What follows belongs to an exercise in optimizing a design on an open flow for small area, a short achievable clock period and few clock cycles; a production flow would make more cautious choices.
RTL that was checked went through simulation tests only; none was proved equivalent to the original.
For runs 1, 4 and 5, only the layout was checked, not whether the RTL still works.

**flow/design.v**
```verilog
module muldiv (result, valid, clock, reset, start, opera1, opera2, muordi);
output [63:0] result;
output valid;
input [31:0] opera1;
input [63:0] opera2;
input  start, reset, muordi, clock;
reg        valid;
reg        busy;       
reg        negcyc;     
reg        dv;         
reg        dvs;        
reg        pre;        
reg        post;       
reg        sa;         
reg        neg1;       
reg        r1one, r1two;          
reg        r2one, r2two, r2neg;   
reg [3:0]  cnt;
reg [64:0] P;          
reg [32:0] M;          
assign result = P[63:0];
wire dolast = dv ? (cnt == 4'd15) : (cnt == 4'd7);
wire [31:0] Dm = M[31:0] ^ {32{sa}};
wire [7:0]  dnz, xnz, dab;
genvar gi;
generate for (gi = 0; gi < 8; gi = gi + 1) begin : g_nib
    assign dnz[gi] = |Dm[4*gi+3:4*gi];
    assign xnz[gi] = |P[4*gi+27:4*gi+24];
    if (gi == 7) assign dab[gi] = 1'b0;
    else         assign dab[gi] = dab[gi+1] | dnz[gi+1];
end endgenerate
wire skip = dvs & ~P[63] & ~|P[62:56] & ~|(xnz & ~dab) & (cnt <= 4'd11);
wire [40:0] Mz = {{6{M[32]}}, M, 2'b00};
wire [43:0] Mw = {{6{M[32]}}, M, 5'd0};
wire [35:0] A1 = {P[64], P[64], P[64:31]};
wire [35:0] B1 = (({36{dvs}} & Mz[37:2]) | ({36{r1one}} & Mz[36:1]) |
                  ({36{r1two}} & Mz[35:0])) ^ {36{neg1}};
wire        c1 = neg1 & ~negcyc;
wire [35:0] S1;
pfx_add #(36) u_add1 (.a(A1), .b(B1), .cin(c1), .s(S1));
wire        q1 = ~S1[31];
wire        neg2 = negcyc | (dvs & (S1[31] ^ ~sa)) | r2neg;
wire [38:0] A2x = {S1[35], S1[35], S1[35:3], dv ? S1[2] : neg2, S1[1:0], P[30]};
wire [38:0] A2 = negcyc ? {8'd0, P[30:0]} : A2x;
wire [38:0] B2 = (({39{dvs}} & Mw[43:5]) | ({39{r2one}} & Mw[39:1]) |
                  ({39{r2two}} & Mw[38:0])) ^ {39{neg2}};
wire        c2 = neg2 & ~negcyc;
wire [38:0] S2;
pfx_add #(39) u_add2 (.a(A2), .b(B2), .cin(c2), .s(S2));
wire        q2 = ~S2[31];
function [2:0] booth;
    input x1, x0, xm;
    booth = {x0 ^ xm, (x1 & ~x0 & ~xm) | (~x1 & x0 & xm), x1};
endfunction
wire [2:0] bl1 = booth(opera1[1], opera1[0], 1'b0);
wire [2:0] bl2 = booth(opera1[3], opera1[2], opera1[1]);
wire [2:0] bs1 = booth(P[5], P[4], P[3]);
wire [2:0] bs2 = booth(P[7], P[6], P[5]);
wire fin_neg  = negcyc & ~pre;              
wire fin_step = ~negcyc & ~skip & dolast;   
wire to_neg   = fin_step & dv & post;       
wire finish   = fin_neg | (fin_step & ~to_neg);
always @(posedge clock or posedge reset)
begin
    if (reset) begin
        valid <= 1'b0;
        busy <= 1'b0;
    end else if (start) begin
        valid <= 1'b0;
        busy <= 1'b1;
    end else if (busy & finish) begin
        valid <= 1'b1;
        busy <= 1'b0;
    end
end
always @(posedge clock)
begin
    if (start) begin
        dv <= muordi;
        negcyc <= muordi & opera2[63];
        dvs <= muordi & ~opera2[63];
        cnt <= 4'd0;
        pre <= opera2[63];
        post <= opera1[31] ^ opera2[63];
        sa <= opera1[31];
        if (muordi) begin
            neg1 <= opera2[63] ? ~|opera2[30:0] : ~opera1[31];
            {r1one, r1two} <= 2'b00;
            {r2one, r2two, r2neg} <= 3'b000;
            M <= {opera1[31], opera1};
            P <= {1'b0, opera2};
        end else begin
            {r1one, r1two, neg1} <= bl1;
            {r2one, r2two, r2neg} <= bl2;
            M <= {opera2[63], opera2[31:0]};
            P <= {33'd0, opera1};
        end
    end else if (busy) begin
        if (negcyc) begin
            P <= {1'b0, ~S1[32:0], ~S2[30:0]};
            pre <= 1'b0;
            negcyc <= 1'b0;
            dvs <= 1'b1;
            neg1 <= ~sa;
        end else if (skip) begin
            cnt <= cnt + 4'd4;
            P <= {1'b0, P[55:0], 8'd0};
            neg1 <= ~sa;
        end else begin
            cnt <= cnt + 4'd1;
            if (dv) begin
                P <= {S2[31], S2[31:0], P[29:0], q1, q2};
                if (to_neg) begin
                    negcyc <= 1'b1;
                    dvs <= 1'b0;
                    neg1 <= ~|P[28:0] & ~q1 & ~q2;
                end else
                    neg1 <= S2[31] ^ ~sa;
            end else begin
                P <= {S2[38:6], S2[5:4], S1[2:1], P[31:4]};
                {r1one, r1two, neg1} <= bs1;
                {r2one, r2two, r2neg} <= bs2;
            end
        end
    end
end
endmodule
module pfx_add #(parameter W = 35) (a, b, cin, s);
input  [W-1:0] a, b;
input          cin;
output [W-1:0] s;
localparam L = $clog2(W);
wire [W-1:0] pp = a ^ b;
wire [W-1:0] g [0:L];
wire [W-1:0] p [0:L];
assign g[0] = (a & b) | {{(W-1){1'b0}}, pp[0] & cin};
assign p[0] = pp;
genvar k, i;
generate for (k = 0; k < L; k = k + 1) begin : g_lvl
    for (i = 0; i < W; i = i + 1) begin : g_bit
        if ((i >> k) & 1) begin : g_op
            assign g[k+1][i] = g[k][i] | (p[k][i] & g[k][((i >> k) << k) - 1]);
            assign p[k+1][i] = p[k][i] & p[k][((i >> k) << k) - 1];
        end else begin : g_pass
            assign g[k+1][i] = g[k][i];
            assign p[k+1][i] = p[k][i];
        end
    end
end endgenerate
assign s = pp ^ {g[L][W-2:0], cin};
endmodule
```
**flow/flow/run.sh**
```bash
#!/bin/bash
# Standard layout, except that the port buffers are the smallest buffer cell.
set -euo pipefail
export BUFFER_PORTS_ARGS="-buffer_cell sky130_fd_sc_hd__buf_1"
bash standard.sh > standard_flow.log 2>&1
```
**flow/standard.sh**
```bash
#!/bin/bash
# synth_recipe.tcl (not shown) runs the flow's synth.tcl, then flattens the netlist and writes it again
# the make line also repeats each setting of config.mk as NAME=value (left out here)
make -C /OpenROAD-flow-scripts/flow DESIGN_CONFIG=/design/flow/config.mk WORK_HOME=/design/flow/orfs CLKGATE_MAP_FILE= SYNTH_SCRIPT=/design/flow/synth_recipe.tcl "${@:-finish}"
```
**flow/config.mk**
```make
export PLATFORM = sky130hd
export DESIGN_NAME = muldiv
export DESIGN_NICKNAME = muldiv
export VERILOG_FILES = /design/flow/design.v
export SDC_FILE = /design/flow/constraint.sdc
export NUM_CORES = 4
export LEC_CHECK = 0
export CAP_MARGIN = 20
export CORE_MARGIN = 2
export CORE_UTILIZATION = 45
export SETUP_SLACK_MARGIN = 5
export SLEW_MARGIN = 20
```
**flow/constraint.sdc**
```tcl
create_clock -name core_clock -period 14.0 [get_ports {clock}]
set_input_delay 2.8000 -clock core_clock [delete_from_list [all_inputs] [get_ports {clock}]]
set_output_delay 2.8000 -clock core_clock [all_outputs]
set_load 0.01 [all_outputs]
```
==> results of run 1 <==
-- logic make-up after synthesis --
family	Yosys count	synth area share
AO/OA/AOI/OAI	423	0.241
XOR/XNOR	129	0.0897
adder cells (fa/ha/maj)	85	0.0916
buffers and inverters	195	0.0687
flip-flops	116	0.269
multiplexers	118	0.0974
AND/OR/NAND/NOR	377	0.142
-- worst max-delay path, delay by kind of cell (launching register included) --
kind | cells | cell delay, ns
and+or+nand+nor | 4 | 0.57
xor gates and xnor gates | 2 | 0.61
muxes | 1 | 0.19
buffers and inverters | 1 | 0.47
DFF | 1 | 0.35
AOI/OAI and AO/OA | 14 | 3.63
adders and majority gates | 5 | 2.45
-- stage by stage --
| step | util | area, sq um |
|---|---|---|
| after floorplan | - | 12800 |
| after global placement | 0.478 | 13300 |
| after detailed placement | 0.478 | 13300 |
| after CTS | 0.499 | 13900 |
| after global routing | 0.499 | 13900 |
| final | 0.499 | 13900 |
-- timing repair --
action                     CTS  global route
setup endpoints to repair    0            10
hold buffers                 0             0
resized for setup            0             2
buffers inserted             0             0
-- cell usage after synthesis (4+ instances only) --
| master | number | share of area |
|---|---|---|
| a211o_1 | 5 | 0.0034 |
| a211oi_1 | 42 | 0.025 |
| a21o_1 | 20 | 0.012 |
| a21oi_1 | 78 | 0.031 |
| a221o_1 | 7 | 0.0055 |
| a221oi_1 | 9 | 0.0062 |
| a222oi_1 | 61 | 0.048 |
| a22o_1 | 4 | 0.0027 |
| a22oi_1 | 18 | 0.011 |
| a31oi_1 | 6 | 0.0029 |
| and2_1 | 9 | 0.0044 |
| and3_1 | 9 | 0.0044 |
| and4_1 | 7 | 0.0048 |
| buf_1 | 23 | 0.0068 |
| buf_4 | 33 | 0.019 |
| clkbuf_1 | 92 | 0.027 |
| dfxtp_1 | 4 | 0.0063 |
| edfxtp_1 | 110 | 0.26 |
| fa_1 | 14 | 0.022 |
| ha_1 | 71 | 0.070 |
| inv_1 | 41 | 0.012 |
| mux2_2 | 49 | 0.043 |
| mux2i_1 | 69 | 0.054 |
| nand2_1 | 108 | 0.032 |
| nand2b_1 | 11 | 0.0054 |
| nand3_1 | 29 | 0.011 |
| nand4_1 | 12 | 0.0059 |
| nor2_1 | 102 | 0.030 |
| nor2b_1 | 6 | 0.0029 |
| nor3_1 | 28 | 0.011 |
| nor3b_1 | 7 | 0.0041 |
| nor4_1 | 25 | 0.012 |
| o2111ai_1 | 6 | 0.0041 |
| o211ai_1 | 21 | 0.012 |
| o21a_1 | 9 | 0.0053 |
| o21ai_0 | 78 | 0.031 |
| o21bai_1 | 7 | 0.0041 |
| o221ai_1 | 4 | 0.0027 |
| o22ai_1 | 5 | 0.0025 |
| o31ai_1 | 6 | 0.0035 |
| or2_2 | 6 | 0.0029 |
| or3_1 | 5 | 0.0025 |
| or4_1 | 7 | 0.0041 |
| xnor2_1 | 68 | 0.047 |
| xor2_1 | 60 | 0.041 |
-- path summary, 6_finish.rpt --
| check | endpoint | cells after the start |
|---|---|---|
| worst max-delay path | P[42]$_DFFE_PN_ | 27 |
| worst min-delay path | cnt[1]$_SDFFE_PP0P_ | 2 |
| worst max register to register | P[42]$_DFFE_PN_ | 27 |
| worst min register to register | cnt[1]$_SDFFE_PP0P_ | 2 |
| max in group asynchronous | busy$_DFFE_PP0P_ | 2 |
| min in group asynchronous | busy$_DFFE_PP0P_ | 2 |
-- final cells by class --
class / count / area [sq um] / area share
multi-input cells: 1132 / 8470 / 0.609
well taps: 378 / 473 / 0.0340
repair buffers: 186 / 792 / 0.0570
flip-flops and latches: 116 / 3430 / 0.247
clock inverters: 15 / 154 / 0.0111
inverters: 41 / 154 / 0.0111
clock buffers: 17 / 425 / 0.0306
-- per-layer routing --
| metal | global-route usage | vias to the layer above |
|---|---|---|
| met5 | 0 | - |
| met1 | 0.487 | 6078 |
| met3 | 0.0657 | 143 |
| met4 | 0.156 | 0 |
| li1 | - | 5610 |
| met2 | 0.519 | 870 |
==> flow_summary.ini, run 1 <==
[sta]
hold_viol = 0
max_slew.worst_pin.slew_ns = 1.12
rsz0062_at_grt = no
fin_tns_setup_ns = 0
finalClockSkew_ns = 0.0123
relSlewSlack = 0.254
period_share = 0.613
min_period_ns = 8.58
slew_viol_final = 0
timing.hold.ws_ns = 0.477
worst_slack_ns = 5.42
finalSetupViolations = 0
max_freq_mhz = 117

[layout]
instances_no_fill = 1885
layout_common_cells = 162 x buf_1, 110 x edfxtp_1, 108 x nand2_1
final_common_cell = buf_1
largest-register = P
drive_gt1_frac = 0.0856
n_fill_cell = 2709
largest_reg_flops = 65
antennaDiodeCount = 0
area_growth_pct = 8.98
reg_top3 = P x65, M x33, cnt x4
nets = 1679

[critical_path]
critPathMaxFanout = 75
crit_top_cell = fa_1
path_class = flop to flop
startpoint_type = flop
worstPathArrival_ns = 8.74
r2r_start = dvs$_DFFE_PP_
critPathLaunch = dvs$_DFFE_PP_
rrSetupSlack_ns = 5.42
cp_slowest_cell = a211oi_1
max_stage_delay_ns = 0.79
cp-end-kind = flop
cp.required_ns = 14.17

[floorplanning]
die-area_sq_um = 29700
die_h_um = 172
die_w_um = 172
coreArea_sq_um = 27900
initial_utilization = 0.458
ios = 165
rows = 61

[routing]
ant_nets = 0
wl_met3_um = 5820
wire_per_inst_um = 27.3
first_pass_iters = 10
vias = 12700
drt_iter0_drc = 2047
wirelength_met1_um = 21400
routed_via_density = 6.74
drc = 0
top_layer = met4
dr_wl_met2_um = 22000
drt_wl_total_um = 51500

[clock_network]
clock_latency_ns = 0.44
cts_root_buffer = clkbuf_16
cts_buffers = 17
clk_pin_slew_worst_paths_ns = 0.07
cts_tree = yes
clock_path_buffers = 2
htreeDepth = 4
cts_sinks = 116

[synth]
avgSynthCellArea_sq_um = 8.84
synthFlopType = edfxtp_1
synth_cells = 1443
syn_nets = 1628
synth-async-reset-ratio = 0.0172
synth_seq_area_share = 0.269
synth_cell_type_count = 81
yosys_warnings = 3
synth_edf_count = 110
synth-seq-cells = 116
syn_area_sq_um = 12800

[global_routing]
grt_usage = 0.348
grt_pass1_wl_um = 75700
grt_pass1_vias = 11900
overflow = 0
grt_max_degree = 79
antenna_found_initial = 0

[placed_design]
place.port_buffers = 164
gp_congestion = 0.955
dp_hpwl_um = 37000
pre_cts_slack_ns = 5.45
placedCellCount = 1853

[status]
outcome = no timing/DRC/antenna violations

[min_path]
worstHoldPathType = flop to flop
hp-start = cnt[1]$_SDFFE_PP0P_

[flow_run]
drv_cap = 0
==> run 2: changes to the inputs <==
--- a/flow/design.v
+++ b/flow/design.v
@@ -37,7 +37,8 @@
                   ({36{r1two}} & Mz[35:0])) ^ {36{neg1}};
 wire        c1 = neg1 & ~negcyc;
 wire [35:0] S1;
-pfx_add #(36) u_add1 (.a(A1), .b(B1), .cin(c1), .s(S1));
+wire [36:0] T1 = {A1, c1} + {B1, c1};
+assign S1 = T1[36:1];
 wire        q1 = ~S1[31];
 wire        neg2 = negcyc | (dvs & (S1[31] ^ ~sa)) | r2neg;
 wire [38:0] A2x = {S1[35], S1[35], S1[35:3], dv ? S1[2] : neg2, S1[1:0], P[30]};
@@ -46,7 +47,8 @@
                   ({39{r2two}} & Mw[38:0])) ^ {39{neg2}};
 wire        c2 = neg2 & ~negcyc;
 wire [38:0] S2;
-pfx_add #(39) u_add2 (.a(A2), .b(B2), .cin(c2), .s(S2));
+wire [39:0] T2 = {A2, c2} + {B2, c2};
+assign S2 = T2[39:1];
 wire        q2 = ~S2[31];
 function [2:0] booth;
     input x1, x0, xm;
@@ -125,27 +127,3 @@
     end
 end
 endmodule
-module pfx_add #(parameter W = 35) (a, b, cin, s);
-input  [W-1:0] a, b;
-input          cin;
-output [W-1:0] s;
-localparam L = $clog2(W);
-wire [W-1:0] pp = a ^ b;
-wire [W-1:0] g [0:L];
-wire [W-1:0] p [0:L];
-assign g[0] = (a & b) | {{(W-1){1'b0}}, pp[0] & cin};
-assign p[0] = pp;
-genvar k, i;
-generate for (k = 0; k < L; k = k + 1) begin : g_lvl
-    for (i = 0; i < W; i = i + 1) begin : g_bit
-        if ((i >> k) & 1) begin : g_op
-            assign g[k+1][i] = g[k][i] | (p[k][i] & g[k][((i >> k) << k) - 1]);
-            assign p[k+1][i] = p[k][i] & p[k][((i >> k) << k) - 1];
-        end else begin : g_pass
-            assign g[k+1][i] = g[k][i];
-            assign p[k+1][i] = p[k][i];
-        end
-    end
-end endgenerate
-assign s = pp ^ {g[L][W-2:0], cin};
-endmodule
==> run 2 against run 1 <==
Net effect:
- die area rose by 6.8%
- synthesized area rose by 7.0%
- clock skew rose by 0.0057 ns
- first-iteration DRC count rose by 7.9%
- critical endpoint is now P[27]$_DFFE_PN_
==> flow_summary.ini, run 2 <==
[sta]
finalSetupViolations = 0
max_slew.worst_pin.slew_ns = 1.16
rsz0062_at_grt = no
slew_viol_final = 0
finalClockSkew_ns = 0.0180
period_share = 0.565
relSlewSlack = 0.218
fin_tns_setup_ns = 0
max_freq_mhz = 126
hold_viol = 0
min_period_ns = 7.91

[layout]
final_common_cell = buf_1
drive_gt1_frac = 0.0801
largest-register = P
layout_common_cells = 162 x buf_1, 139 x nand2_1, 110 x edfxtp_1
nets = 1849
reg_top3 = P x65, M x33, cnt x4
area_growth_pct = 8.70
n_fill_cell = 2939
largest_reg_flops = 65
fin_area_sq_um = 14800

[global_routing]
grt_pass1_wl_um = 87100
grt_max_degree = 76
grt_usage = 0.379
met2_usage = 0.532
grt_pass1_vias = 12800
busiest_layer = met1
use_met1 = 0.568
grt_util_met3 = 0.0855
overflow = 0
antenna_found_initial = 1

[routing]
first_pass_iters = 9
wire_per_inst_um = 29.3
routed_via_density = 6.86
drt_iter0_drc = 2208
drc = 0
vias = 14200
drt_wl_total_um = 60800
ant_nets = 0

[critical_path]
worstPathArrival_ns = 8.09
critPathLaunch = r1two$_DFFE_PP_
r2r_start = r1two$_DFFE_PP_
rrSetupSlack_ns = 6.09
cp-end-kind = flop
cp_slowest_cell = edfxtp_1
cp-endpoint = P[27]$_DFFE_PN_
cp.required_ns = 14.18
startpoint_type = flop
max_stage_delay_ns = 1.08
path_class = flop to flop
critPathMaxFanout = 33
worst_r2r_endpoint = P[27]$_DFFE_PN_
worstRegToRegCells = 25
crit_top_cell = o31a_1

[clock_network]
clk_pin_slew_worst_paths_ns = 0.08
cts_hold_buffers = 0
cts_sinks = 116
htreeDepth = 4
clock_latency_ns = 0.45
cts_root_buffer = clkbuf_16
post_cts_resized = 0
post_cts_buffers = 0
cts_buffers = 17
cts_tree = yes
clock_path_buffers = 2

[floorplanning]
die_w_um = 178
initial_utilization = 0.459
die_h_um = 178
die-area_sq_um = 31700
rows = 63
coreArea_sq_um = 29700
ios = 165

[synth]
yosys-top-cells-area = edfxtp_1 24%, ha_1 6.9%, mux2i_1 5.1%, xor2_1 4.6%, xnor2_1 4.5%
synth.most_common_cell = nand2_1
synth_edf_count = 110
yosys_warnings = 1
syn_nets = 1786
synth-async-reset-ratio = 0.0172
synth-seq-cells = 116
synthFlopType = edfxtp_1
yosysTopAreaCellShare = 0.242
synth_cells = 1609
avgSynthCellArea_sq_um = 8.48
syn_area_sq_um = 13600
synth_cell_type_count = 86
yosys-top-cells-count = 139 x nand2_1, 110 x edfxtp_1, 104 x nor2_1
synth_top_area_cell = edfxtp_1
synth_seq_area_share = 0.252

[min_path]
worstHoldPathType = flop to flop

[status]
outcome = no timing/DRC/antenna violations

[placed_design]
gp_congestion = 0.997
dp_hpwl_um = 45500
dpl_cell_area_sq_um = 14300
place.port_buffers = 164

[flow_run]
drv_cap = 0
## run 2: area by class of cell
type	instances	area [sq um]	share of cell area
antenna	2	5.00	0.000337
inverter	40	150	0.0101
multi-input combinational	1307	9380	0.633
sequential	116	3430	0.231
clock inverter	15	120	0.00810
clock buffer	17	425	0.0287
timing repair buffer	190	826	0.0557
tap	390	488	0.0329
## run 2: cell families after synthesis
kind of cell | share of synthesized area
adders and majority gates | 0.0717
muxes | 0.0927
and+or+nand+nor | 0.162
DFF | 0.252
xor gates and xnor gates | 0.0922
buffers and inverters | 0.0619
AOI/OAI and AO/OA | 0.268
## run 2: worst max-delay path, delay by kind of cell (launching register included)
family                     cells  cell delay, ns
AOI/OAI and AO/OA             13            3.25
xor gates and xnor gates       2            0.57
adders and majority gates      2            0.81
buffers and inverters          2            0.65
DFF                            1            1.08
and+or+nand+nor                6            1.23
## run 2: metrics by stage
| step | std cells | utilization | setup slack (ns) | hold WS [ns] |
|---|---|---|---|---|
| 4_1_cts | 2074 | 0.498 | 6.32 | 0.528 |
| 2_1_floorplan | 1609 | - | 7.68 | 0.487 |
| 5_1_grt | 2075 | 0.499 | 5.79 | 0.597 |
| 3_5_place_dp | 2042 | 0.480 | 6.38 | 0.517 |
| 6_report | 2077 | 0.499 | 6.09 | 0.528 |
| 3_3_place_gp | 2042 | 0.480 | 6.43 | 0.508 |
## run 2: how the worst min path moves through the flow
stage | from | to | slack, ns | cells past startpoint
after CTS | valid$_DFFE_PP0P_ | valid$_DFFE_PP0P_ | 0.53 | 2
after detailed placement | valid$_DFFE_PP0P_ | valid$_DFFE_PP0P_ | 0.52 | 2
final | valid$_DFFE_PP0P_ | valid$_DFFE_PP0P_ | 0.53 | 2
after floorplan | busy$_DFFE_PP0P_ | valid$_DFFE_PP0P_ | 0.49 | 2
after global placement | valid$_DFFE_PP0P_ | valid$_DFFE_PP0P_ | 0.51 | 2
after global routing | valid$_DFFE_PP0P_ | valid$_DFFE_PP0P_ | 0.60 | 2
## run 2: layer usage
layer / wire length [um] / share of wire / up-vias
li1: - / - / 6255
met1: 26800 / 0.44 / 6802
met2: 24200 / 0.40 / 1048
met3: 7680 / 0.13 / 139
met4: 2210 / 0.036 / 0
met5: 0 / 0 / -
Testbench counts of run 2, summed over its fixed seeds: cycles 28,348.
==> run 3: changes to the inputs <==
==> flow/flow/run.sh (replaced) <==
#!/bin/bash
# Standard layout, except that the port buffers are the smallest buffer cell
# and the resizer's setup repair aims for more slack.
set -euo pipefail
export BUFFER_PORTS_ARGS="-buffer_cell sky130_fd_sc_hd__buf_1"
export SETUP_SLACK_MARGIN=7
bash standard.sh > standard_flow.log 2>&1
--- a/flow/config.mk
+++ b/flow/config.mk
@@ -8,5 +8,4 @@
 export CAP_MARGIN = 20
 export CORE_MARGIN = 2
 export CORE_UTILIZATION = 45
-export SETUP_SLACK_MARGIN = 5
 export SLEW_MARGIN = 20
==> run 3 against run 2 <==
Net effect:
- still clean on timing, DRC and antenna
- via count about the same
- die area did not move
- sequential cell count did not move
- synthesized cell count unchanged
- non-clock buffer count rose by 13
- worst setup slack better by 1.1 ns
- synthesized area unchanged
- sequential share of layout area is 0.46 points lower
- highest routed layer unchanged
==> flow_summary.ini, run 3 <==
[status]
outcome = no timing/DRC/antenna violations

[synth]
synth.most_common_cell = nand2_1
avgSynthCellArea_sq_um = 8.48
synth_top_area_cell = edfxtp_1
synth_edf_count = 110
synth_cell_type_count = 86
synth-seq-cells = 116
yosys-top-cells-area = edfxtp_1 24%, ha_1 6.9%, mux2i_1 5.1%, xor2_1 4.6%, xnor2_1 4.5%
synth-async-reset-ratio = 0.0172
yosys-top-cells-count = 139 x nand2_1, 110 x edfxtp_1, 104 x nor2_1
synth_cells = 1609
syn_nets = 1786
synth_seq_area_share = 0.252
yosysTopAreaCellShare = 0.242
synthFlopType = edfxtp_1
yosys_warnings = 1
syn_area_sq_um = 13600

[critical_path]
startpoint_type = flop
critPathMaxFanout = 18
cp-end-kind = flop
max_stage_delay_ns = 0.44
worstRegToRegCells = 26
cp_slowest_cell = xor2_1
worstPathArrival_ns = 6.97
worst_r2r_endpoint = P[58]$_DFFE_PN_
path_class = flop to flop
rrSetupSlack_ns = 7.19
r2r_start = r1one$_DFFE_PP_
cp.required_ns = 14.16

[flow_run]
drv_cap = 0

[placed_design]
dp_hpwl_um = 45500
placedCellCount = 2042
gp_congestion = 0.997
place.port_buffers = 164

[layout]
largest-register = P
area_growth_pct = 10.9
multi_input_area_sq_um = 9540
seq_area_sq_um = 3430
final_common_cell = buf_1
largest_reg_flops = 65
drive_gt1_frac = 0.100
layout_common_cells = 162 x buf_1, 139 x nand2_1, 110 x edfxtp_1
reg_top3 = P x65, M x33, cnt x4
instances_no_fill = 2090
nets = 1862
n_fill_cell = 2917

[sta]
max_slew.worst_pin.slew_ns = 1.13
max_freq_mhz = 147
fin_tns_setup_ns = 0
slew_viol_final = 0
rsz0062_at_grt = yes
hold_viol = 0
relSlewSlack = 0.241
finalClockSkew_ns = 0.0209
finalSetupViolations = 0
period_share = 0.487
min_period_ns = 6.81

[routing]
wire_per_inst_um = 29.6
vias = 14300
drt_wl_total_um = 61900
first_pass_iters = 13
drc = 0
routed_via_density = 6.82
drt_iter0_drc = 2216
ant_nets = 0

[global_routing]
antenna_found_initial = 2
grt_pass1_vias = 12900
grt_usage = 0.381
grt_max_degree = 76
grt_pass1_wl_um = 87500
overflow = 0

[floorplanning]
die-area_sq_um = 31700
coreArea_sq_um = 29700
die_h_um = 178
die_w_um = 178
rows = 63
initial_utilization = 0.459
ios = 165

[clock_network]
clock_latency_ns = 0.45
htreeDepth = 4
cts_tree = yes
cts_hold_buffers = 0
cts_sinks = 116
cts_buffers = 17
cts_root_buffer = clkbuf_16
clock_path_buffers = 2
clk_pin_slew_worst_paths_ns = 0.08

[min_path]
worstHoldPathType = flop to flop
hp-start = valid$_DFFE_PP0P_
hold_end = valid$_DFFE_PP0P_
min_path_cells = 2
-- run 3: area by class of cell --
cell class,instances,share of cell area
Multi-Input combinational cell,1307,0.630
Tap cell,390,0.0322
Timing Repair Buffer,203,0.0643
Clock inverter,15,0.00794
Sequential cell,116,0.227
Inverter,40,0.00992
Clock buffer,17,0.0281
Antenna cell,2,0.000331
-- run 3: worst max path at each step --
stage / start / end / slack (ns) / cells after the start
after CTS: dvs$_DFFE_PP_ / P[27]$_DFFE_PN_ / 7.03 / 26
final: r1one$_DFFE_PP_ / P[58]$_DFFE_PN_ / 7.19 / 26
after global placement: r1one$_DFFE_PP_ / P[27]$_DFFE_PN_ / 6.43 / 25
after global routing: dvs$_DFFE_PP_ / P[62]$_DFFE_PN_ / 6.92 / 25
after detailed placement: r1one$_DFFE_PP_ / P[27]$_DFFE_PN_ / 6.38 / 25
after floorplan: dvs$_DFFE_PP_ / P[61]$_DFFE_PN_ / 7.68 / 28
-- run 3: repair_timing --
action,in CTS,in global routing
pin swaps,1,6
resized for setup,6,28
cloned,0,1
endpoints found under the setup margin,56,49
buffers inserted,7,6
-- run 3: cells by family (layout without fill, tap and decap cells) --
logic type	count (synthesis)	in the layout	share of synthesized area
buffers and inverters	186	275	0.0619
muxes	120	120	0.0927
xor gates and xnor gates	142	142	0.0922
and+or+nand+nor	451	451	0.162
AOI/OAI and AO/OA	517	517	0.268
DFF	116	116	0.252
adders and majority gates	77	77	0.0717
other	0	2	0
-- run 3: per-stage QoR --
step	setup WS (ns)	hold slack (ns)	utilization	instance area, sq um
3_5_place_dp	6.38	0.517	0.480	14300
4_1_cts	7.03	0.528	0.502	14900
2_1_floorplan	7.68	0.487	-	13600
5_1_grt	6.92	0.597	0.509	15100
6_report	7.19	0.529	0.509	15100
3_3_place_gp	6.43	0.508	0.480	14300
-- run 3: worst max-delay path: cells and delay by family (launching register included) --
family | cells | cell delay [ns]
simple gates | 3 | 0.55
flops | 1 | 0.43
fa+ha+maj | 2 | 0.77
buf+inv | 2 | 0.34
compound gates | 16 | 3.51
xor+xnor | 3 | 0.89
-- run 3: routing by layer --
layer,GRT usage,vias to the layer above,share of wire
met3,0.0925,126,0.13
met4,0.120,0,0.034
met1,0.560,6830,0.43
li1,-,6274,-
met2,0.544,1023,0.41
met5,0,-,0
==> run 4: changes to the inputs <==
--- a/flow/design.v
+++ b/flow/design.v
@@ -32,6 +32,19 @@
 wire skip = dvs & ~P[63] & ~|P[62:56] & ~|(xnz & ~dab) & (cnt <= 4'd11);
 wire [40:0] Mz = {{6{M[32]}}, M, 2'b00};
 wire [43:0] Mw = {{6{M[32]}}, M, 5'd0};
+wire [30:0] orl [0:5];    
+assign orl[0] = {P[29:0], 1'b0};
+genvar gk, gj;
+generate for (gk = 0; gk < 5; gk = gk + 1) begin : g_orl
+    for (gj = 0; gj < 31; gj = gj + 1) begin : g_b
+        if ((gj >> gk) & 1) begin : g_op
+            assign orl[gk+1][gj] = orl[gk][gj] | orl[gk][((gj >> gk) << gk) - 1];
+        end else begin : g_pass
+            assign orl[gk+1][gj] = orl[gk][gj];
+        end
+    end
+end endgenerate
+wire [30:0] Pneg = P[30:0] ^ orl[5];
 wire [35:0] A1 = {P[64], P[64], P[64:31]};
 wire [35:0] B1 = (({36{dvs}} & Mz[37:2]) | ({36{r1one}} & Mz[36:1]) |
                   ({36{r1two}} & Mz[35:0])) ^ {36{neg1}};
@@ -42,10 +55,10 @@
 wire        q1 = ~S1[31];
 wire        neg2 = negcyc | (dvs & (S1[31] ^ ~sa)) | r2neg;
 wire [38:0] A2x = {S1[35], S1[35], S1[35:3], dv ? S1[2] : neg2, S1[1:0], P[30]};
-wire [38:0] A2 = negcyc ? {8'd0, P[30:0]} : A2x;
+wire [38:0] A2 = A2x;
 wire [38:0] B2 = (({39{dvs}} & Mw[43:5]) | ({39{r2one}} & Mw[39:1]) |
                   ({39{r2two}} & Mw[38:0])) ^ {39{neg2}};
-wire        c2 = neg2 & ~negcyc;
+wire        c2 = neg2;
 wire [38:0] S2;
 wire [39:0] T2 = {A2, c2} + {B2, c2};
 assign S2 = T2[39:1];
@@ -99,7 +112,7 @@
         end
     end else if (busy) begin
         if (negcyc) begin
-            P <= {1'b0, ~S1[32:0], ~S2[30:0]};
+            P <= {1'b0, ~S1[32:0], Pneg};
             pre <= 1'b0;
             negcyc <= 1'b0;
             dvs <= 1'b1;
==> run 4 against run 3 <==
Net effect:
- final cell count fell by 0.33%
- critical endpoint is now P[63]$_DFFE_PN_
- die area rose by 0.28%
- largest cell class unchanged
- first-iteration DRC count fell by 14%
==> flow_summary.ini, run 4 <==
[status]
outcome = no timing/DRC/antenna violations

[global_routing]
grt_max_degree = 76
overflow = 0
grt_usage = 0.347
grt_pass1_wl_um = 82300
antenna_found_initial = 1
grt_pass1_vias = 13000

[critical_path]
startpoint_type = flop
critPathMaxFanout = 38
max_stage_delay_ns = 0.56
path_cells = buf_12 -> a222oi_1 -> xnor2_1 -> ha_1 -> o21ai_0 -> o21ba_1 -> and2_4 -> o31a_1 -> o211ai_1 -> nand4_1 -> buf_8 -> mux2_2 -> ha_1 -> nand2_1 -> nor2_1 -> or4bb_1 -> and3_1 -> or3b_2 -> or3b_1 -> nand3_4 -> a21oi_1 -> o211ai_1 -> o221ai_1
path_class = flop to flop
cp_slowest_cell = or4bb_1
worstPathArrival_ns = 6.77
cp-end-kind = flop
cp.required_ns = 14.13

[layout]
fin_area_sq_um = 15000
antennaDiodeCount = 0
reg_top3 = P x65, M x33, cnt x4
layout_common_cells = 162 x buf_1, 125 x xnor2_1, 119 x a21oi_1
final_common_cell = buf_1
drive_gt1_frac = 0.0851
nets = 1862
n_fill_cell = 2930
largest_reg_flops = 65
instances_no_fill = 2083
area_growth_pct = 9.83
largest-register = P

[clock_network]
cts_root_buffer = clkbuf_16
cts_hold_buffers = 0
clock_latency_ns = 0.44
cts_tree = yes
htreeDepth = 4
clk_pin_slew_worst_paths_ns = 0.06
clock_path_buffers = 2
cts_sinks = 116
cts_buffers = 17

[sta]
slew_viol_final = 0
rsz0062_at_grt = no
worst_slack_ns = 7.36
min_period_ns = 6.64
relSlewSlack = 0.248
max_slew.worst_pin.slew_ns = 1.13
period_share = 0.474
finalSetupViolations = 0
max_freq_mhz = 151
finalClockSkew_ns = 0.0132
hold_viol = 0
fin_tns_setup_ns = 0

[synth]
yosysTopAreaCellShare = 0.241
synth_top_area_cell = edfxtp_1
syn_area_sq_um = 13700
synth_cell_type_count = 79
yosys-top-cells-count = 125 x xnor2_1, 119 x a21oi_1, 118 x nand2_1
synth_seq_area_share = 0.251
synth_cells = 1615
synth_edf_count = 110
synth.most_common_cell = xnor2_1
syn_nets = 1797
synth-seq-cells = 116
yosys_warnings = 1
yosys-top-cells-area = edfxtp_1 24%, xnor2_1 8.0%, ha_1 7.4%, a21oi_1 4.4%, a222oi_1 4.2%
avgSynthCellArea_sq_um = 8.47
synth-async-reset-ratio = 0.0172
synthFlopType = edfxtp_1

[placed_design]
placedCellCount = 2043
dp_hpwl_um = 42400
dpl_cell_area_sq_um = 14300
place.port_buffers = 164
pre_cts_slack_ns = 6.80
gp_congestion = 0.954

[routing]
wire_per_inst_um = 27.0
vias = 14100
drt_wl_total_um = 56300
first_pass_iters = 12
drc = 0
routed_via_density = 6.76
drt_iter0_drc = 1910
ant_nets = 0

[floorplanning]
die_w_um = 178
ios = 165
die_h_um = 178
coreArea_sq_um = 29800
die-area_sq_um = 31800
initial_utilization = 0.459
rows = 63

[flow_run]
drv_cap = 0

[min_path]
worstHoldPathType = flop to flop
==> run 4: repair_timing <==
item | 4_1_cts | 5_1_grt
resized for setup | 2 | 12
buffers inserted | 2 | 4
pin swaps | 0 | 1
setup endpoints to repair | 4 | 14
gates cloned | 0 | 1
==> run 4: stage by stage <==
step	hold WS, ns	util
floorplan	0.453	-
global placement	0.465	0.479
detailed placement	0.479	0.479
CTS	0.488	0.500
global route	0.530	0.504
finish	0.486	0.504
==> run 4: final cells by class <==
class,count,area (sq um),share of cell area
Clock inverter,13,149,0.00991
Tap cell,390,488,0.0325
Sequential cell,116,3430,0.228
Inverter,45,169,0.0112
Timing Repair Buffer,192,908,0.0604
Clock buffer,19,433,0.0288
Multi-Input combinational cell,1308,9450,0.629
==> run 4: cells by family (layout without fill, tap and decap cells) <==
| kind of cell | count (synthesis) | after routing | synth area share |
|---|---|---|---|
| AOI/OAI and AO/OA | 549 | 549 | 0.278 |
| adders and majority gates | 82 | 82 | 0.0755 |
| DFF | 116 | 116 | 0.251 |
| buffers and inverters | 191 | 269 | 0.0621 |
| xor gates and xnor gates | 159 | 159 | 0.102 |
| and+or+nand+nor | 413 | 413 | 0.150 |
| muxes | 105 | 105 | 0.0815 |
==> run 4: worst max-delay path: cells and delay by family (launching register included) <==
family | cells | cell delay (ns)
buffers and inverters | 2 | 0.44
AO/OA/AOI/OAI | 8 | 1.64
XOR/XNOR | 1 | 0.11
AND/OR/NAND/NOR | 9 | 2.59
multiplexers | 1 | 0.28
flip-flops | 1 | 0.43
adder cells (fa/ha/maj) | 2 | 0.81
==> run 4: per-layer routing <==
layer,up-vias,wire length [um],track usage
li1,6330,-,-
met4,2,1990,0.125
met1,6854,23500,0.475
met3,112,4990,0.0573
met2,784,25800,0.551
met5,-,13,0
==> run 4: worst paths after layout <==
kind | start | endpoint | slack [ns] | cells past startpoint
worst min-delay path | cnt[1]$_SDFFE_PP0P_ | cnt[1]$_SDFFE_PP0P_ | 0.49 | 2
worst min register to register | cnt[1]$_SDFFE_PP0P_ | cnt[1]$_SDFFE_PP0P_ | 0.49 | 2
worst max register to register | dvs$_DFFE_PP_ | P[63]$_DFFE_PN_ | 7.36 | 23
max in group asynchronous | reset | busy$_DFFE_PP0P_ | 11.71 | 2
worst max-delay path | dvs$_DFFE_PP_ | P[63]$_DFFE_PN_ | 7.36 | 23
min in group asynchronous | reset | valid$_DFFE_PP0P_ | 2.18 | 2
==> run 5: changes to the inputs <==
--- a/flow/design.v
+++ b/flow/design.v
@@ -53,12 +53,12 @@
 wire [36:0] T1 = {A1, c1} + {B1, c1};
 assign S1 = T1[36:1];
 wire        q1 = ~S1[31];
-wire        neg2 = negcyc | (dvs & (S1[31] ^ ~sa)) | r2neg;
-wire [38:0] A2x = {S1[35], S1[35], S1[35:3], dv ? S1[2] : neg2, S1[1:0], P[30]};
-wire [38:0] A2 = A2x;
-wire [38:0] B2 = (({39{dvs}} & Mw[43:5]) | ({39{r2one}} & Mw[39:1]) |
-                  ({39{r2two}} & Mw[38:0])) ^ {39{neg2}};
-wire        c2 = neg2;
+wire        n2e  = dvs ? ~sa : r2neg;
+wire        s1s  = dvs & S1[31];
+wire [38:0] A2 = {S1[35], S1[35], S1[35:3], dv ? S1[2] : r2neg, S1[1:0], P[30]};
+wire [38:0] B2 = ((({39{dvs}} & Mw[43:5]) | ({39{r2one}} & Mw[39:1]) |
+                   ({39{r2two}} & Mw[38:0])) ^ {39{n2e}}) ^ {39{s1s}};
+wire        c2 = n2e ^ s1s;
 wire [38:0] S2;
 wire [39:0] T2 = {A2, c2} + {B2, c2};
 assign S2 = T2[39:1];
==> run 5 against run 4 <==
Net effect:
- still clean on timing, DRC and antenna
- core utilization up 1.3 points
- clock skew up 0.0049 ns
- register-to-register slack worse by 0.20 ns
- critical path type unchanged
- highest routed layer is now met4
==> flow_summary.ini, run 5 <==
[synth]
synthFlopType = edfxtp_1
yosysTopAreaCellShare = 0.252
syn_nets = 1700
synth_edf_count = 110
synth_mux_area_frac = 0.0853
synthXorXnorAreaFrac = 0.111
syn_area_sq_um = 13100
avgSynthCellArea_sq_um = 8.66
synth.most_common_cell = xnor2_1
synth_compound_area_frac = 0.260
yosys_warnings = 1
synth-seq-cells = 116
yosys.area_share.adder = 0.0812
yosys-top-cells-area = edfxtp_1 25%, xnor2_1 8.3%, ha_1 7.8%, mux2i_1 5.2%, a222oi_1 4.4%
synth_cell_type_count = 76
synth-async-reset-ratio = 0.0172
synth_cells = 1516
synth_top_family_by_area = compound AO/OA/AOI/OAI gates
synth_seq_area_share = 0.261
synth_top_area_cell = edfxtp_1
yosys-top-cells-count = 124 x xnor2_1, 110 x a21oi_1, 110 x edfxtp_1
synth-simple-area-share = 0.134

[layout]
nets = 1773
largest-register = P
reg_top3 = P x65, M x33, cnt x4
largest_reg_flops = 65
antennaDiodeCount = 0
area_growth_pct = 13.1
layout_common_cells = 162 x buf_1, 115 x xnor2_1, 110 x edfxtp_1
final_common_cell = buf_1
drive_gt1_frac = 0.113

[global_routing]
overflow = 0
grt_util_met3 = 0.0653
grt_max_degree = 75
busiest_layer = met2
use_met1 = 0.429
grt_pass1_wl_um = 74200
grt_usage = 0.318
antenna_found_initial = 0
grt_pass1_vias = 12200
met2_usage = 0.495

[flow_run]
drv_cap = 0

[critical_path]
cp-end-kind = flop
startpoint_type = flop
worstPathArrival_ns = 7.10
cpLargestDelayFamily = compound AO/OA/AOI/OAI gates
path_class = flop to flop
critPathMaxFanout = 37
cp.required_ns = 14.26
max_stage_delay_ns = 0.56
cp_slowest_cell = or4_4
path_buf_inv = 4

[placed_design]
place.port_buffers = 164
dp_hpwl_um = 36300
gp_congestion = 0.965
pre_cts_slack_ns = 5.83

[min_path]
worstHoldPathType = flop to flop

[floorplanning]
die_h_um = 175
coreArea_sq_um = 28700
rows = 62
ios = 165
die-area_sq_um = 30600
initial_utilization = 0.458
die_w_um = 175

[sta]
max_slew.worst_pin.slew_ns = 1.10
fin_tns_setup_ns = 0
min_period_ns = 6.83
worst_slack_ns = 7.17
relSlewSlack = 0.268
max_freq_mhz = 146
finalClockSkew_ns = 0.0181
period_share = 0.488
hold_viol = 0
rsz0062_at_grt = yes
finalSetupViolations = 0
slew_viol_final = 0

[routing]
drc = 0
wire_per_inst_um = 25.1
ant_nets = 0
drt_wl_total_um = 49900
routed_via_density = 6.60
vias = 13100
first_pass_iters = 13
drt_iter0_drc = 2486

[clock_network]
clock_path_buffers = 2
cts_buffers = 17
cts_sinks = 116
cts_root_buffer = clkbuf_16
clk_pin_slew_worst_paths_ns = 0.07
clock_latency_ns = 0.45
cts_tree = yes
htreeDepth = 4

[status]
outcome = no timing/DRC/antenna violations
## run 5: layer usage
layer	up-vias	wire length [um]
met4	0	2370
met5	-	0
met3	123	4830
met2	799	22200
li1	5934	-
met1	6249	20600
## run 5: final timing paths
kind | startpoint | cells past startpoint | to | slack (ns)
worst max-delay path | dvs$_DFFE_PP_ | 26 | P[64]$_SDFFCE_PP0N_ | 7.17
worst min-delay path | cnt[1]$_SDFFE_PP0P_ | 2 | cnt[1]$_SDFFE_PP0P_ | 0.48
worst max register to register | dvs$_DFFE_PP_ | 26 | P[64]$_SDFFCE_PP0N_ | 7.17
worst min register to register | cnt[1]$_SDFFE_PP0P_ | 2 | cnt[1]$_SDFFE_PP0P_ | 0.48
max in group asynchronous | reset | 2 | busy$_DFFE_PP0P_ | 11.70
min in group asynchronous | reset | 2 | valid$_DFFE_PP0P_ | 2.18
## run 5: what timing repair did
action / CTS / global route
hold buffers: 0 / 0
setup buffers: 5 / 19
gates resized for setup: 12 / 54
pin swaps: 4 / 18
gates cloned: 2 / 2
setup endpoints to repair: 32 / 27
## run 5: logic make-up after synthesis
logic type | count (synthesis)
simple gates | 365
mux | 107
xor+xnor | 166
fa+ha+maj | 84
buf+inv | 200
compound gates | 478
flops | 116
## run 5: area by class of cell
cell class                 instances  area [sq um]
clock buffer                      17           425
timing repair buffer             207           988
multi-input combinational       1203          9180
clock inverter                    15           178
inverter                          44           170
sequential                       116          3430
tap                              384           480
fill                            2780         13900
## run 5: tightest hold or removal path, delay by kind of cell (launching register included)
| family | cells | cell delay, ns |
|---|---|---|
| simple gates | 1 | 0.06 |
| compound gates | 1 | 0.05 |
| flops | 1 | 0.32 |
## run 5: metrics by stage
step	cell area (sq um)	util	instances	hold slack, ns
2_1_floorplan	13100	-	1516	0.453
3_3_place_gp	13700	0.476	1926	0.462
3_5_place_dp	13700	0.476	1926	0.470
4_1_cts	14400	0.502	1965	0.478
5_1_grt	14900	0.517	1986	0.518
6_report	14900	0.517	1986	0.480

-- afterwards: timing with drivers on the ports --
How much do the figures lean on ideal ports? The routed layouts below were timed once more, with nothing changed but the port constraints. Step 1: set_driving_cell puts a clkbuf_16 on clock and a buf_2 on each other input, an assumption about the parent block. Step 2 moves the port delays by t, midway between the first and last clock arrival at a register: inputs arrive t later, outputs are due t later. That takes back most of the time a late clock gives input paths. a / b / c = ideal / step 1 / step 2; a / b = the first two.
run	t, ns	setup WS [ns]	worst register clock-pin slew, ns
run 1	0.487	5.424 / 5.424 / 5.424	0.07 / 0.07
run 2	0.491	6.094 / 6.094 / 6.094	0.08 / 0.08
run 3	0.493	7.187 / 7.187 / 7.187	0.08 / 0.08
run 4	0.484	7.362 / 7.362 / 7.362	0.07 / 0.07
run 5	0.490	7.167 / 7.167 / 7.167	0.07 / 0.07
After both steps every run listed still meets setup and hold.
